This design comes from an exercise in tuning for small area, a short achievable clock period and few clock cycles on the open sky130 flow, not from production work.
Only simulation tests tie the RTL to the original design; equivalence was not proved.
Power is estimated from default activity; no workload was simulated.

==> inputs of onyx <==
// lm32_top_medium
module lm32_top_medium (
    clk_i,
    rst_i,
    interrupt,
    I_DAT_I,
    I_ACK_I,
    I_ERR_I,
    I_RTY_I,
    D_DAT_I,
    D_ACK_I,
    D_ERR_I,
    D_RTY_I,
    I_DAT_O,
    I_ADR_O,
    I_CYC_O,
    I_SEL_O,
    I_STB_O,
    I_WE_O,
    I_CTI_O,
    I_LOCK_O,
    I_BTE_O,
    D_DAT_O,
    D_ADR_O,
    D_CYC_O,
    D_SEL_O,
    D_STB_O,
    D_WE_O,
    D_CTI_O,
    D_LOCK_O,
    D_BTE_O
    );
parameter eba_reset = 32'h00000000;
parameter sdb_address = 32'h00000000;
input clk_i;
input rst_i;
input [31:0] interrupt;
input [31:0] I_DAT_I;
input I_ACK_I;
input I_ERR_I;
input I_RTY_I;
input [31:0] D_DAT_I;
input D_ACK_I;
input D_ERR_I;
input D_RTY_I;
output [31:0] I_DAT_O;
output [31:0] I_ADR_O;
output I_CYC_O;
output [3:0] I_SEL_O;
output I_STB_O;
output I_WE_O;
output [2:0] I_CTI_O;
output I_LOCK_O;
output [1:0] I_BTE_O;
output [31:0] D_DAT_O;
output [31:0] D_ADR_O;
output D_CYC_O;
output [3:0] D_SEL_O;
output D_STB_O;
output D_WE_O;
output [2:0] D_CTI_O;
output D_LOCK_O;
output [1:0] D_BTE_O;
reg        ireq;             
reg [31:2] iadr;             
reg        ikill;            
reg [31:2] fpc;              
reg        fvalid;           
reg        ibuf_v;           
reg [31:0] ibuf;
reg [31:0] ibuf_sa, ibuf_sb;   
reg [31:2] ibuf_pc;
reg        ex_v;             
reg        mem_v;            
reg        mul_v;            
reg [31:0] ir;
  ...
clock: 10.0 ns
lec_check: 0
cap_margin: 20
cell_pad_in_sites_detail_placement: 1
cell_pad_in_sites_global_placement: 2
core_margin: 2
core_utilization: 35
setup_slack_margin: 5
slew_margin: 20
run.sh (not shown) runs the stock make flow with config.mk's settings and CLKGATE_MAP_FILE= SYNTH_SCRIPT=/design/flow/synth_recipe.tcl, a recipe that flattens the netlist after the stock synthesis.
==> inputs of pepper, as changes to onyx <==
--- a/flow/design.v
+++ b/flow/design.v
@@ -375,12 +375,15 @@
 wire d_condbr = (dop == 6'h11) | (dop == 6'h12) | (dop == 6'h13) | (dop == 6'h14)
               | (dop == 6'h15) | (dop == 6'h17);
 wire d_load   = (dop == 6'h04) | (dop == 6'h07) | (dop == 6'h0a) | (dop == 6'h0b) | (dop == 6'h10);
 wire d_useimm = ~dop[5] & ~d_store & ~d_condbr;
 wire d_breg  = (dop == 6'h30) | (dop == 6'h36);
 wire [31:0] d_opb = d_useimm ? dimm : rfb;
+wire d_sub = (dop == 6'h32) | (dop[4:0] == 5'b11001) | (dop[4:0] == 5'b11010)
+           | (dop[4:0] == 5'b11011) | (dop[4:0] == 5'b11100) | (dop[4:0] == 5'b11101)
+           | (dop[4:0] == 5'b11111) | d_condbr;
 wire [32:0] d_bx  = {d_opb, 1'b0};
 wire [15:0] d_bone, d_btwo, d_bneg;
 genvar bk;
 generate
 for (bk = 0; bk < 16; bk = bk + 1)
 begin : g_booth
@@ -397,14 +400,18 @@
              | (dop[4:0] == 5'b01110) | (dop == 6'h1e) | (dop[4:0] == 5'b00110)
              | (dop[4:0] == 5'b01001);
 wire d_cmp   = (dop[4:0] == 5'b11001) | (dop[4:0] == 5'b11010) | (dop[4:0] == 5'b11011)
              | (dop[4:0] == 5'b11100) | (dop[4:0] == 5'b11101) | (dop[4:0] == 5'b11111);
 wire d_shift = (dop[4:0] == 5'b01111) | (dop[4:0] == 5'b00101) | (dop[4:0] == 5'b00000);
 wire [31:0] d_base = rf_ra;
-wire [31:0] d_ea;
-lm32_pfx_add #(.N(32)) u_ea (.a(d_base), .b({{16{dinst[15]}}, dinst[15:0]}), .ci(1'b0), .s(d_ea), .co());
+wire [15:0] ea_lo, ea_inc, ea_dec;
+wire        ea_c;
+lm32_pfx_add #(.N(16)) u_eal (.a(d_base[15:0]), .b(dinst[15:0]), .ci(1'b0), .s(ea_lo), .co(ea_c));
+lm32_pfx_add #(.N(16)) u_eai (.a(d_base[31:16]), .b(16'h0000), .ci(1'b1), .s(ea_inc), .co());
+lm32_pfx_add #(.N(16)) u_ead (.a(d_base[31:16]), .b(16'hffff), .ci(1'b0), .s(ea_dec), .co());
+wire [31:0] d_ea = {(dinst[15] == ea_c) ? d_base[31:16] : ea_c ? ea_inc : ea_dec, ea_lo};
 reg  [3:0]  d_bsel;
 always @(*)
 begin
     casez ({dop[1:0], d_ea[1:0]})
     4'b00_11: d_bsel = 4'b0001;
     4'b00_10: d_bsel = 4'b0010;
@@ -429,17 +436,17 @@
 lm32_pfx_add #(.N(30)) u_at16 (.a(iadr), .b({{14{I_DAT_I[15]}}, I_DAT_I[15:0]}), .ci(1'b0), .s(a_t16), .co());
 lm32_pfx_add #(.N(30)) u_at26 (.a(iadr), .b({{4{I_DAT_I[25]}}, I_DAT_I[25:0]}), .ci(1'b0), .s(a_t26), .co());
 assign a_next = a_jmp ? a_t26 : a_take ? a_t16 : a_inc;
 wire [5:0]  op = ir[31:26];
 reg         e_condbr, e_sub, p_take, p_fall;
 wire [32:0] sum;
-lm32_pfx_add #(.N(32)) u_sum (.a(opa), .b(e_sub ? ~opb : opb), .ci(e_sub), .s(sum[31:0]), .co(sum[32]));
-wire        eq     = (opa == opb);
+lm32_pfx_add #(.N(32)) u_sum (.a(opa), .b(opb), .ci(e_sub), .s(sum[31:0]), .co(sum[32]));
+wire        eq     = &(opa ^ opb);
 wire        ge_u;
-lm32_pfx_add #(.N(32)) u_cmp (.a(opa), .b(~opb), .ci(1'b1), .s(), .co(ge_u));
-wire        ge_s   = (opa[31] ^ opb[31]) ? ~opa[31] : ge_u;
+lm32_pfx_add #(.N(32)) u_cmp (.a(opa), .b(opb), .ci(1'b1), .s(), .co(ge_u));
+wire        ge_s   = (opa[31] == opb[31]) ? ~opa[31] : ge_u;
 reg         cond;
 always @(*)
 begin
     case (ir[28:26])
     3'b001:  cond = eq;
     3'b111:  cond = ~eq;
@@ -514,16 +521,16 @@
                    | ({32{r_sext}}  & sext)
                    | ({32{r_logic}} & lg)
                    | ({32{r_cmp}}   & {31'd0, cond})
                    | ({32{r_shift}} & sh_out)
                    | ({32{r_add}}   & sum[31:0]);
 reg  [31:0] ms, mc;
-reg  [31:0] mopa;                  
+reg  [31:0] mopa_n;                  
 reg  [15:0] mb_one, mb_two, mb_neg;
 wire [31:0] mul_s, mul_c, mul_res;
-lm32_mul_csa u_mul (.a(mopa), .bone(mb_one), .btwo(mb_two), .bneg(mb_neg), .s(mul_s), .c(mul_c));
+lm32_mul_csa u_mul (.a(~mopa_n), .bone(mb_one), .btwo(mb_two), .bneg(mb_neg), .s(mul_s), .c(mul_c));
 lm32_pfx_add #(.N(32)) u_madd (.a(ms), .b(mc), .ci(1'b0), .s(mul_res), .co());
 wire        ex_wen  = ex_v & (e_exc | o_scall |
                               ~(o_bra | o_raise | e_store | o_wcsr | e_load | e_mul));
 wire        wen     = ex_wen | mul_v | ld_done;
 wire [4:0]  widx    = (e_exc | o_scall) ? 5'd30 : o_call ? 5'd29 : e_widx;
 wire [31:0] wdata   = ld_done ? ld_data : mul_v ? mul_res : ex_res;
@@ -665,15 +672,13 @@
         begin
             e_exc   <= irq;
             e_load  <= ~irq & d_load;
             e_store <= ~irq & d_store;
             e_mul   <= ~irq & (dop[4:0] == 5'b00010);
             e_condbr <= d_condbr;
-            e_sub   <= (dop == 6'h32) | (dop[4:0] == 5'b11001) | (dop[4:0] == 5'b11010)
-                     | (dop[4:0] == 5'b11011) | (dop[4:0] == 5'b11100) | (dop[4:0] == 5'b11101)
-                     | (dop[4:0] == 5'b11111) | d_condbr;
+            e_sub   <= d_sub;
             p_take  <= d_condbr & (dinst[15] | (dop == 6'h17));
             sh_left <= (dop[4:0] == 5'b01111);
             sh_arith <= (dop[4:0] == 5'b00101);
             r_pc    <= d_rpc;
             r_call  <= ~d_rpc & d_call;
             r_csr   <= ~d_rpc & ~d_call & d_rcsr;
@@ -703,14 +708,14 @@
         dsel <= d_bsel;
         ddat <= (dop[1:0] == 2'b00) ? {4{rf_rb[7:0]}}
               : (dop[1:0] == 2'b11) ? {2{rf_rb[15:0]}} : rf_rb;
     end
     pc_e <= dpc;
     opa  <= rfa;
-    opb  <= d_opb;
-    mopa <= rfa;
+    opb  <= d_sub ? ~d_opb : d_opb;
+    mopa_n <= ~rfa;
     mb_one <= d_bone;
     mb_two <= d_btwo;
     mb_neg <= d_bneg;
     ms   <= mul_s;
     mc   <= mul_c;
 end
Settings changed: CTS_BUF_LIST set to sky130_fd_sc_hd__clkbuf_16, CTS_CLUSTER_DIAMETER set to 90, CTS_CLUSTER_SIZE set to 24, PLACE_DENSITY set to 0.65.
==> inputs of sierra, as changes to onyx <==
--- a/flow/design.v
+++ b/flow/design.v
@@ -375,12 +375,15 @@
 wire d_condbr = (dop == 6'h11) | (dop == 6'h12) | (dop == 6'h13) | (dop == 6'h14)
               | (dop == 6'h15) | (dop == 6'h17);
 wire d_load   = (dop == 6'h04) | (dop == 6'h07) | (dop == 6'h0a) | (dop == 6'h0b) | (dop == 6'h10);
 wire d_useimm = ~dop[5] & ~d_store & ~d_condbr;
 wire d_breg  = (dop == 6'h30) | (dop == 6'h36);
 wire [31:0] d_opb = d_useimm ? dimm : rfb;
+wire d_sub = (dop == 6'h32) | (dop[4:0] == 5'b11001) | (dop[4:0] == 5'b11010)
+           | (dop[4:0] == 5'b11011) | (dop[4:0] == 5'b11100) | (dop[4:0] == 5'b11101)
+           | (dop[4:0] == 5'b11111) | d_condbr;
 wire [32:0] d_bx  = {d_opb, 1'b0};
 wire [15:0] d_bone, d_btwo, d_bneg;
 genvar bk;
 generate
 for (bk = 0; bk < 16; bk = bk + 1)
 begin : g_booth
@@ -397,14 +400,18 @@
              | (dop[4:0] == 5'b01110) | (dop == 6'h1e) | (dop[4:0] == 5'b00110)
              | (dop[4:0] == 5'b01001);
 wire d_cmp   = (dop[4:0] == 5'b11001) | (dop[4:0] == 5'b11010) | (dop[4:0] == 5'b11011)
              | (dop[4:0] == 5'b11100) | (dop[4:0] == 5'b11101) | (dop[4:0] == 5'b11111);
 wire d_shift = (dop[4:0] == 5'b01111) | (dop[4:0] == 5'b00101) | (dop[4:0] == 5'b00000);
 wire [31:0] d_base = rf_ra;
-wire [31:0] d_ea;
-lm32_pfx_add #(.N(32)) u_ea (.a(d_base), .b({{16{dinst[15]}}, dinst[15:0]}), .ci(1'b0), .s(d_ea), .co());
+wire [15:0] ea_lo, ea_inc, ea_dec;
+wire        ea_c;
+lm32_pfx_add #(.N(16)) u_eal (.a(d_base[15:0]), .b(dinst[15:0]), .ci(1'b0), .s(ea_lo), .co(ea_c));
+lm32_pfx_add #(.N(16)) u_eai (.a(d_base[31:16]), .b(16'h0000), .ci(1'b1), .s(ea_inc), .co());
+lm32_pfx_add #(.N(16)) u_ead (.a(d_base[31:16]), .b(16'hffff), .ci(1'b0), .s(ea_dec), .co());
+wire [31:0] d_ea = {(dinst[15] == ea_c) ? d_base[31:16] : ea_c ? ea_inc : ea_dec, ea_lo};
 reg  [3:0]  d_bsel;
 always @(*)
 begin
     casez ({dop[1:0], d_ea[1:0]})
     4'b00_11: d_bsel = 4'b0001;
     4'b00_10: d_bsel = 4'b0010;
@@ -429,17 +436,17 @@
 lm32_pfx_add #(.N(30)) u_at16 (.a(iadr), .b({{14{I_DAT_I[15]}}, I_DAT_I[15:0]}), .ci(1'b0), .s(a_t16), .co());
 lm32_pfx_add #(.N(30)) u_at26 (.a(iadr), .b({{4{I_DAT_I[25]}}, I_DAT_I[25:0]}), .ci(1'b0), .s(a_t26), .co());
 assign a_next = a_jmp ? a_t26 : a_take ? a_t16 : a_inc;
 wire [5:0]  op = ir[31:26];
 reg         e_condbr, e_sub, p_take, p_fall;
 wire [32:0] sum;
-lm32_pfx_add #(.N(32)) u_sum (.a(opa), .b(e_sub ? ~opb : opb), .ci(e_sub), .s(sum[31:0]), .co(sum[32]));
-wire        eq     = (opa == opb);
+lm32_pfx_add #(.N(32)) u_sum (.a(opa), .b(opb), .ci(e_sub), .s(sum[31:0]), .co(sum[32]));
+wire        eq     = &(opa ^ opb);
 wire        ge_u;
-lm32_pfx_add #(.N(32)) u_cmp (.a(opa), .b(~opb), .ci(1'b1), .s(), .co(ge_u));
-wire        ge_s   = (opa[31] ^ opb[31]) ? ~opa[31] : ge_u;
+lm32_pfx_add #(.N(32)) u_cmp (.a(opa), .b(opb), .ci(1'b1), .s(), .co(ge_u));
+wire        ge_s   = (opa[31] == opb[31]) ? ~opa[31] : ge_u;
 reg         cond;
 always @(*)
 begin
     case (ir[28:26])
     3'b001:  cond = eq;
     3'b111:  cond = ~eq;
@@ -514,16 +521,16 @@
                    | ({32{r_sext}}  & sext)
                    | ({32{r_logic}} & lg)
                    | ({32{r_cmp}}   & {31'd0, cond})
                    | ({32{r_shift}} & sh_out)
                    | ({32{r_add}}   & sum[31:0]);
 reg  [31:0] ms, mc;
-reg  [31:0] mopa;                  
+reg  [31:0] mopa_n;                  
 reg  [15:0] mb_one, mb_two, mb_neg;
 wire [31:0] mul_s, mul_c, mul_res;
-lm32_mul_csa u_mul (.a(mopa), .bone(mb_one), .btwo(mb_two), .bneg(mb_neg), .s(mul_s), .c(mul_c));
+lm32_mul_csa u_mul (.a(~mopa_n), .bone(mb_one), .btwo(mb_two), .bneg(mb_neg), .s(mul_s), .c(mul_c));
 lm32_pfx_add #(.N(32)) u_madd (.a(ms), .b(mc), .ci(1'b0), .s(mul_res), .co());
 wire        ex_wen  = ex_v & (e_exc | o_scall |
                               ~(o_bra | o_raise | e_store | o_wcsr | e_load | e_mul));
 wire        wen     = ex_wen | mul_v | ld_done;
 wire [4:0]  widx    = (e_exc | o_scall) ? 5'd30 : o_call ? 5'd29 : e_widx;
 wire [31:0] wdata   = ld_done ? ld_data : mul_v ? mul_res : ex_res;
@@ -665,15 +672,13 @@
         begin
             e_exc   <= irq;
             e_load  <= ~irq & d_load;
             e_store <= ~irq & d_store;
             e_mul   <= ~irq & (dop[4:0] == 5'b00010);
             e_condbr <= d_condbr;
-            e_sub   <= (dop == 6'h32) | (dop[4:0] == 5'b11001) | (dop[4:0] == 5'b11010)
-                     | (dop[4:0] == 5'b11011) | (dop[4:0] == 5'b11100) | (dop[4:0] == 5'b11101)
-                     | (dop[4:0] == 5'b11111) | d_condbr;
+            e_sub   <= d_sub;
             p_take  <= d_condbr & (dinst[15] | (dop == 6'h17));
             sh_left <= (dop[4:0] == 5'b01111);
             sh_arith <= (dop[4:0] == 5'b00101);
             r_pc    <= d_rpc;
             r_call  <= ~d_rpc & d_call;
             r_csr   <= ~d_rpc & ~d_call & d_rcsr;
@@ -703,14 +708,14 @@
         dsel <= d_bsel;
         ddat <= (dop[1:0] == 2'b00) ? {4{rf_rb[7:0]}}
               : (dop[1:0] == 2'b11) ? {2{rf_rb[15:0]}} : rf_rb;
     end
     pc_e <= dpc;
     opa  <= rfa;
-    opb  <= d_opb;
-    mopa <= rfa;
+    opb  <= d_sub ? ~d_opb : d_opb;
+    mopa_n <= ~rfa;
     mb_one <= d_bone;
     mb_two <= d_btwo;
     mb_neg <= d_bneg;
     ms   <= mul_s;
     mc   <= mul_c;
 end
Settings changed: CTS_BUF_LIST set to sky130_fd_sc_hd__clkbuf_16, CTS_CLUSTER_DIAMETER set to 80, CTS_CLUSTER_SIZE set to 20.
==> comparison table <==
                                                              onyx          pepper          sierra
Run status                                             finished clean  finished clean  finished clean
GR Util met2                                                    0.606           0.567           0.608
Post-CTS sizing                                                   224              87             125
Design area                                                106000 µm²      102000 µm²      102000 µm²
CTS Buf Count                                                     190             102             121
Fraction of area in non-clock buffers                          0.0654          0.0492          0.0524
Worst path max stage delay                                     650 ps          830 ps          650 ps
Logic power comb                                              8.22 mW         8.19 mW         9.42 mW
Sink of the worst hold path                                  pc_e[10]        pc_e[14]         pc_e[6]
Xor and xnor area share after synthesis                        0.0516          0.0475          0.0475
Hold slack                                                     328 ps          342 ps          313 ps
Sw Ratio                                                        0.358           0.388           0.402
Die Outline Area                                           258000 µm²      262000 µm²      262000 µm²
GR met3 Demand/Resource                                        0.0812          0.0835          0.0792
Worst clock skew                                               113 ps          113 ps          119 ps
Core ar.                                                   253000 µm²      256000 µm²      256000 µm²
Arrival time worst endpoint                                   5860 ps         5640 ps         5480 ps
Number of detailed-route iterations in the first pass               9               6               8
Synthesized area                                            88900 µm²       90100 µm²       90100 µm²
Hold Path Origin                                          ibuf_pc[10]     ibuf_pc[14]      ibuf_pc[6]
Vias post-DR                                                    78000           78100           78800
Testbench counts of onyx, summed over its fixed seeds: cycles 149,204.
Testbench counts of pepper, summed over its fixed seeds: cycles 149,204.
Testbench counts of sierra, summed over its fixed seeds: cycles 149,204.

[what the ideal ports hide]
The results above use ideal ports. As a check the final layouts listed here were re-extracted and re-timed, cells and wires unchanged. Step 1, drivers: a clkbuf_16 drives clk_i and a buf_2 each remaining input, both assumed. Step 2, shift: input delay + t, output delay - t, t = (earliest + latest rising clock arrival at the registers) / 2. This alone moves slack from input paths to output paths. a / b / c = ideal ports / drivers / drivers and shift; a / b = the first two.
| run | shift t [ns] | slack for setup (ns) | hold slack, ns | worst setup path at the end | clock arrival spread, ns |
|---|---|---|---|---|---|
| onyx | 0.936 | 4.678 / 4.678 / 4.029 | 0.328 / 0.328 / 0.328 | input to register | 0.113 / 0.113 |
| pepper | 0.917 | 4.983 / 4.973 / 4.056 | 0.342 / 0.342 / 0.342 | input to register | 0.113 / 0.112 |
| sierra | 0.955 | 5.029 / 5.011 / 4.056 | 0.313 / 0.313 / 0.313 | input to register | 0.120 / 0.120 |
After both steps setup and hold are still met in every run listed. The setup slack of sierra, which loses most, moves by -0.018 ns with the drivers and by -0.973 ns with both steps.
